Context: an optimization exercise on an open-source flow, tuned for small area. The choices shown serve that exercise and are no tape-out recipe. The RTL was checked by simulation tests, not by an equivalence proof against the original design. No driver is modelled on the clock port, so clocking that relies on it looks cheaper here than on a real chip. Power is estimated from default activity; no workload was simulated.

Design fifo, start of the top module:
module fifo (clk,reset,renb,wenb,din,dout,empty,full);
  input logic clk, reset;
  input logic renb, wenb;
  input logic [7:0] din;
  output logic [7:0] dout;
  output logic empty, full;
  logic [7:0] mem[16];
  logic [3:0] rp;
  logic rd, wr;
  assign rd = renb & ~empty;
  assign wr = wenb & ~full & ~rd;
  assign full = ~empty & (&rp);
  logic mv;
  logic [3:0] t, rp_next;
  assign mv = rd | wr;
  assign t  = rp ^ {4{rd}};
  assign rp_next[0] = rp[0] ^ mv;
  assign rp_next[1] = rp[1] ^ (mv & t[0]);
  assign rp_next[2] = rp[2] ^ (mv & t[0] & t[1]);
  assign rp_next[3] = rp[3] ^ (mv & t[0] & t[1] & t[2]);
  always @(posedge clk) begin
    rp    <= rp_next | {4{reset}};
    empty <= reset | (rd & (rp == 4'd0)) | (empty & ~wr);
  end
  logic [3:0] lo, hi;
  logic hold;
  always_comb begin
    for (int k = 0; k < 4; k++) begin
      lo[k] = (rp[1:0] == k);
      hi[k] = (rp[3:2] == k) & rd & ~reset;
    end
  end
  assign hold = ~rd & ~reset;
  logic [7:0] dnext;
  always_comb begin
    dnext = {8{hold}} & dout;
  ...
Size in the first run: ~260 cells after synthesis, ~22 I/O pins, ~4900 um^2 of cells after synthesis.
==> flow/config.mk <==
export PLATFORM = sky130hd
export DESIGN_NAME = fifo
export DESIGN_NICKNAME = fifo
export VERILOG_FILES = /design/flow/design.v
export SDC_FILE = /design/flow/constraint.sdc
export NUM_CORES = 4
export LEC_CHECK = 0
export CAP_MARGIN = 20
export CORE_MARGIN = 2
export CORE_UTILIZATION = 60
export PLACE_DENSITY = 0.8
export SLEW_MARGIN = 20
==> flow/constraint.sdc <==
create_clock -name core_clock -period 5.0 [get_ports {clk}]
set_input_delay 1.0000 -clock core_clock [delete_from_list [all_inputs] [get_ports {clk}]]
set_output_delay 1.0000 -clock core_clock [all_outputs]
set_load 0.01 [all_outputs]
standard.sh (not shown) runs the stock make flow with config.mk's settings and CLKGATE_MAP_FILE= SYNTH_SCRIPT=/design/flow/synth_recipe.tcl, a recipe that flattens the netlist after the stock synthesis.
==> flow/flow/run.sh <==
#!/bin/bash
# The standard layout with these changes:
#  - synthesis maps logic with area-oriented ABC scripts (flow/synth.tcl);
#  - clock tree of small clock buffers without dummy loads;
#  - minimum-size port buffers;
#  - after clock tree synthesis, oversized logic cells and buffers are shrunk
#    (flow/post_cts.tcl, flow/downsize.tcl).
# Each make run writes its full output to its own log file here.
set -euo pipefail
work=$(pwd)
export OWN_FLOW_DIR=$work/flow
export OWN_FLOW_WORK=$work
export FLOW_SYNTH_TCL=$work/synth_recipe.tcl
export CTS_ARGS="-sink_clustering_enable -repair_clock_nets -dont_use_dummy_load -buf_list sky130_fd_sc_hd__clkbuf_4"
export BUFFER_PORTS_ARGS="-buffer_cell sky130_fd_sc_hd__buf_1"
export POST_CTS_TCL=$work/flow/post_cts.tcl
sed "s#SYNTH_SCRIPT=[^ ]*#SYNTH_SCRIPT=$work/flow/synth.tcl#" standard.sh > own_standard.sh
grep -q "SYNTH_SCRIPT=$work/flow/synth.tcl" own_standard.sh
bash own_standard.sh synth > make_synth.log 2>&1
bash own_standard.sh finish > make_finish.log 2>&1
Other scripts of this flow, unchanged in this note and not shown: flow/flow/abc1.abc, flow/flow/abc2.abc, flow/flow/abc3.abc, flow/flow/abc4.abc, flow/flow/abc5.abc, flow/flow/abc6.abc, flow/flow/downsize.tcl, flow/flow/post_cts.tcl, flow/flow/synth.tcl
The first run went through all stages and came out clean.
==> next run, changes <==
Settings changed: CORE_UTILIZATION 60 to 40, PLACE_DENSITY 0.8 to 0.6.
Combinational power hardly moves.
Wire length rises by 8.8%.
Flip-flop and latch count does not change.
Non-clock buffer count climbs by 2.
Power goes up by 0.56%.
Design area goes up by 1.5%.
Via count went down by 0.41%.
Critical path depth drops by 7.
==> next run, changes <==
Settings changed: CORE_UTILIZATION 40 to 70, PLACE_DENSITY 0.6 to 0.9.
Synthesized cell count does not change.
Worst setup slack got worse by 0.057 ns.
Design area shrinks by 1.6%.
Die area came out lower by 42%.
Power came out lower by 0.36%.
Routed wire length shrinks by 5.6%.

## afterwards: timing with drivers on the ports
Ports are ideal in the flow. The routed layouts listed here were re-timed in OpenROAD.
Step 1 sets driving cells, clkbuf_16 on the clock port and buf_2 on the other inputs (assumed; they add their load-dependent delay and slew).
Step 2 moves the port delays by t, midway between the first and last clock arrival at a register: inputs arrive t later, outputs are due t later. That takes back most of the time a late clock gives input paths.
Slacks: ideal ports / drivers / drivers and shift; pairs: ideal ports / drivers.
run	shift t [ns]	setup WS [ns]	clock arrival spread, ns
the first run	0.524	2.199 / 2.198 / 1.674	0.040 / 0.040
the second run	0.526	2.261 / 2.229 / 1.839	0.041 / 0.041
the third run	0.524	2.204 / 2.180 / 1.684	0.036 / 0.036
After both steps setup and hold are still met in every run listed. The setup slack of the first run, which loses most, moves by -0.001 ns with the drivers and by -0.525 ns with both steps.
